Context: an optimization exercise on an open-source flow, tuned for small area and a short achievable clock period. The choices shown serve that exercise and are no tape-out recipe.
The RTL was checked by simulation tests, not by an equivalence proof against the original design.
Power figures rest on the tool's default switching activity, not on a simulated workload.

run 1:
// paintr_core
module paintr_core (
	input  logic         clk,
	input  logic         rst,
	input  logic         step,
	input  logic [7:0]   pos_x,
	input  logic [7:0]   pos_y,
	input  logic         sw_save,
	input  logic         sw_load,
	input  logic [639:0] ram_q,
	input  logic         fb_rdata,
	output logic [8:0]   ram_addr,
	output logic [639:0] ram_data,
	output logic         ram_wren,
	output logic [18:0]  fb_waddr,
	output logic         fb_wdata,
	output logic [18:0]  fb_raddr,
	output logic [7:0]   VGA_R,
	output logic [7:0]   VGA_G,
	output logic [7:0]   VGA_B,
	output logic         VGA_BLANK_N,
	output logic         VGA_CLK,
	output logic         VGA_HS,
	output logic         VGA_SYNC_N,
	output logic         VGA_VS
);
	logic [10:0] cx, cy;
	always_ff @(posedge clk) begin
		if (rst) begin
			cx <= 11'd0;
			cy <= 11'd0;
		end else if (step) begin
  ...
Size: ~770 flip-flops, about 1400 I/O pins, ~0.032 sq mm of cells after synthesis.
export LEC_CHECK = 0
export CAP_MARGIN = 20
export CORE_AREA = 5 5 355 355
export CTS_BUF_LIST = sky130_fd_sc_hd__clkbuf_8
export CTS_CLUSTER_DIAMETER = 60
export CTS_CLUSTER_SIZE = 20
export DIE_AREA = 0 0 360 360
export SETUP_SLACK_MARGIN = 3.3
export SLEW_MARGIN = 20
export BUFFER_PORTS_ARGS = -buffer_cell sky130_fd_sc_hd__buf_1
export PLACE_PINS_ARGS = -min_distance 1 -min_distance_in_tracks
create_clock -name core_clock -period 6.5 [get_ports {clk}]
standard.sh (not shown) runs the stock make flow with config.mk's settings and CLKGATE_MAP_FILE= SYNTH_SCRIPT=/design/flow/synth_recipe.tcl, a recipe that flattens the netlist after the stock synthesis.
==> flow/flow/run.sh <==
#!/bin/bash
# Standard ORFS layout (the standard.sh), with two layout choices added to
# config.mk: port buffers use the smallest buffer cell, and pins may sit on
# adjacent routing tracks so that a smaller die still holds all 1370 ports.
set -euo pipefail
cat flow/extra.mk >> config.mk
bash standard.sh > standard.log 2>&1
==> flow/flow/extra.mk <==
export BUFFER_PORTS_ARGS = -buffer_cell sky130_fd_sc_hd__buf_1
export PLACE_PINS_ARGS = -min_distance 1 -min_distance_in_tracks
What run 2 does differently from run 1 at the input level:
- a change of DIE_AREA from 0 0 360 360 to 0 0 300 300
- a change of CORE_AREA from 5 5 355 355 to 5 5 295 295
- a change of CTS_BUF_LIST from sky130_fd_sc_hd__clkbuf_8 to sky130_fd_sc_hd__clkbuf_8 sky130_fd_sc_hd__clkbuf_16
### Flow results
- Final-layout fill cell count: run 1 and run 2 compared, higher one is run 1
- Run 2 vs. run 1: power density of the placed cells shows an increase of 6.3%, combinational power shows no meaningful change, met2 layer usage reported by global route shows an increase of 8.8 points, buffer count excluding the clock tree in the final layout shows an increase of 19.
- Run 2 closes out successfully: all stages finished, all timing, DRC and antenna checks passed.
- Starting utilization of the core area: run 1 and run 2 compared, higher one is run 2
For run 3, these inputs were changed with respect to run 2:
- a change of DIE_AREA from 0 0 300 300 to 0 0 360 360
- a change of CORE_AREA from 5 5 295 295 to 5 5 355 355
Findings:
- On final worst-path cycle share, the higher figure sits with run 3, not run 2.
- Looking at final area, run 3 sits about 3.6% above run 2.
- Cmp run 3 and run 2 / routed wire length / lower: run 2
- Run comparison: run 2 critical path's slowest cell sky130_fd_sc_hd__a21boi_4; run 3 critical path's slowest cell sky130_fd_sc_hd__a32o_2
- Area of the mapped netlist came out exactly the same in run 3 and run 2.
- Diff run 2..run 3 | count of boundary I/O pins | unchanged
- Post-synthesis instance total came out exactly the same in run 3 and run 2.
- Die area, run 3 vs run 2: up by more than a quarter
The following lists how run 4 was set up differently from run 3:
- CTS_BUF_LIST now sky130_fd_sc_hd__clkbuf_8, was sky130_fd_sc_hd__clkbuf_8 sky130_fd_sc_hd__clkbuf_16
- CORE_AREA now 5 5 325 325, was 5 5 355 355
- TNS_END_PERCENT now 5, previously not set
- DIE_AREA now 0 0 330 330, was 0 0 360 360
[summary]
- In run 4 the time the worst path needs with I/O delays and setup turned out 92 ps lower than in run 3.
- | ratio of cells with drive above 1 in the final layout | run 4 vs run 3 | 2.0 points lower |
- Per the comparison of run 4 with run 3, total routing usage reported by global routing now sits higher, switching power of the nets down 0.32 mW.
- Detailed placer's ending HPWL on run 4 is behind run 3.
- Between run 3 and run 4, the flow reports count of instances resized after the clock tree is built decreasing by more than 10%.
- Compared with run 3, run 4 shows a lower relative contribution of the clock network to total power.
- From run 3 to run 4 the numbers moved as follows: fraction of standard cell area in multi-input logic increased by 1.2 points relative to the old numbers; number of antenna violations at the first check in global routing increased by about 25% relative to the old numbers; global-route wire length before repair held.

## try-tundra
paintr_core again, from the RTL that the note above started with.
==> flow/config.mk <==
export PLATFORM = sky130hd
export DESIGN_NAME = paintr_core
export DESIGN_NICKNAME = paintr_core
export VERILOG_FILES = /design/flow/design.v
export SDC_FILE = /design/flow/constraint.sdc
export NUM_CORES = 4
export LEC_CHECK = 0
export CAP_MARGIN = 20
export CORE_AREA = 5 5 325 325
export CTS_BUF_LIST = sky130_fd_sc_hd__clkbuf_8 sky130_fd_sc_hd__clkbuf_16
export CTS_CLUSTER_DIAMETER = 60
export CTS_CLUSTER_SIZE = 20
export DIE_AREA = 0 0 330 330
export SETUP_SLACK_MARGIN = 3.5
export SLEW_MARGIN = 20
export TNS_END_PERCENT = 5
export BUFFER_PORTS_ARGS = -buffer_cell sky130_fd_sc_hd__buf_1
export PLACE_PINS_ARGS = -min_distance 1 -min_distance_in_tracks
==> flow/constraint.sdc <==
create_clock -name core_clock -period 6.5 [get_ports {clk}]
set_input_delay 1.3000 -clock core_clock [delete_from_list [all_inputs] [get_ports {clk}]]
set_output_delay 1.3000 -clock core_clock [all_outputs]
set_load 0.01 [all_outputs]
Scripts as last shown in full above: flow/flow/run.sh, flow/flow/extra.mk
try-tundra ended with every stage complete and zero timing, DRC or antenna violations.
Changes in try-amber relative to try-tundra:
- CORE_AREA changed from 5 5 325 325 to 5 5 295 295
- DIE_AREA changed from 0 0 330 330 to 0 0 300 300
- SETUP_SLACK_MARGIN changed from 3.5 to 3.3
--- outcome ---
- try-amber vs. try-tundra: total power divided by cell area shows an increase of 7.4 nW/um^2, worst setup slack fell 0.081 ns, clock latency on the worst-skew pair held steady, clock network power share went up, largest vdd supply drop went down.
- The run showing the smaller critical path depth is try-tundra.
- Initial antenna violation count, try-tundra and try-amber: lower on try-tundra
- Min area added between synthesis and finish across try-tundra and try-amber: try-amber
- try-tundra -> try-amber: final routed DRC violation total delta 0, exact match
--- input diff try-amber..try-violet ---
- clearing TNS_END_PERCENT, which used to be 5
- swapping 5 5 295 295 for 5 5 325 325 in CORE_AREA
- swapping 0 0 300 300 for 0 0 330 330 in DIE_AREA
==> comparison <==
When the final numbers for try-violet and try-amber were put side by side, the vias after detailed routing turned out to be smaller in try-amber. Re number of standard cells after synthesis: no difference whatsoever between try-amber and try-violet. try-violet did not stop at any stage, and its layout met the timing, design-rule and antenna checks. | total CTS buffers | higher: try-violet |.
Input-level comparison between try-umber and try-violet:
- TNS_END_PERCENT: unset -> 5
==> run summary <==
Final count of hold timing violations across try-umber and try-violet: no real change. try-violet → try-umber: post-route total power decreased by 6.0% relative to the old numbers; minimum period implied by the final worst setup slack increased by 0.015 ns relative to the old numbers; wire length increased by about 4.7% relative to the old numbers; worst setup slack after layout decreased by 0.015 ns relative to the old numbers. try-umber reports a lower cell area than try-violet does. In terms of number of buffers outside the clock class in the layout, try-umber and try-violet differ only marginally. Sort try-umber and try-violet by combinational fraction of design power desc -> top: try-umber.

[afterwards: timing with drivers on the ports]
In the flow no input, the clock included, has a driving cell. The finished layouts below were timed again as built, in two steps. Step 1: set_driving_cell puts a clkbuf_16 on clk and a buf_2 on each other input, an assumption about the parent block. Step 2 adds t to the input delays and takes it off the output delays; t is the mean of the earliest and latest rising clock arrival at the registers after step 1. Input paths then give back, and output paths get back, about the clock's delay inside the block. Slacks: ideal / step 1 / step 2; pairs: ideal / step 1.
| run | t (ns) | setup WS [ns] | hold WS [ns] | worst data-port slew with drivers (ns) | cell pins on the clock port's net |
|---|---|---|---|---|---|
| run 1 | 0.773 | 3.029 / 2.816 / 2.317 | 0.459 / 0.459 / 0.459 | 0.25 | 1 |
| run 2 | 0.705 | 3.072 / 2.795 / 2.450 | 0.454 / 0.454 / 0.454 | 0.29 | 1 |
| run 3 | 0.689 | 3.030 / 2.821 / 2.434 | 0.454 / 0.454 / 0.454 | 0.24 | 1 |
| run 4 | 0.826 | 3.122 / 2.940 / 2.377 | 0.460 / 0.460 / 0.460 | 0.22 | 1 |
| try-tundra | 0.686 | 3.098 / 2.931 / 2.470 | 0.452 / 0.452 / 0.452 | 0.26 | 1 |
| try-amber | 0.698 | 3.017 / 2.918 / 2.473 | 0.456 / 0.456 / 0.456 | 0.26 | 1 |
| try-violet | 0.709 | 3.113 / 2.869 / 2.415 | 0.450 / 0.450 / 0.450 | 0.25 | 1 |
| try-umber | 0.728 | 3.098 / 2.907 / 2.400 | 0.453 / 0.453 / 0.453 | 0.24 | 1 |
After both steps every run listed still meets setup and hold. For run 4, which loses most, drivers alone change the setup slack by -0.182 ns; drivers and shift together by -0.745 ns.
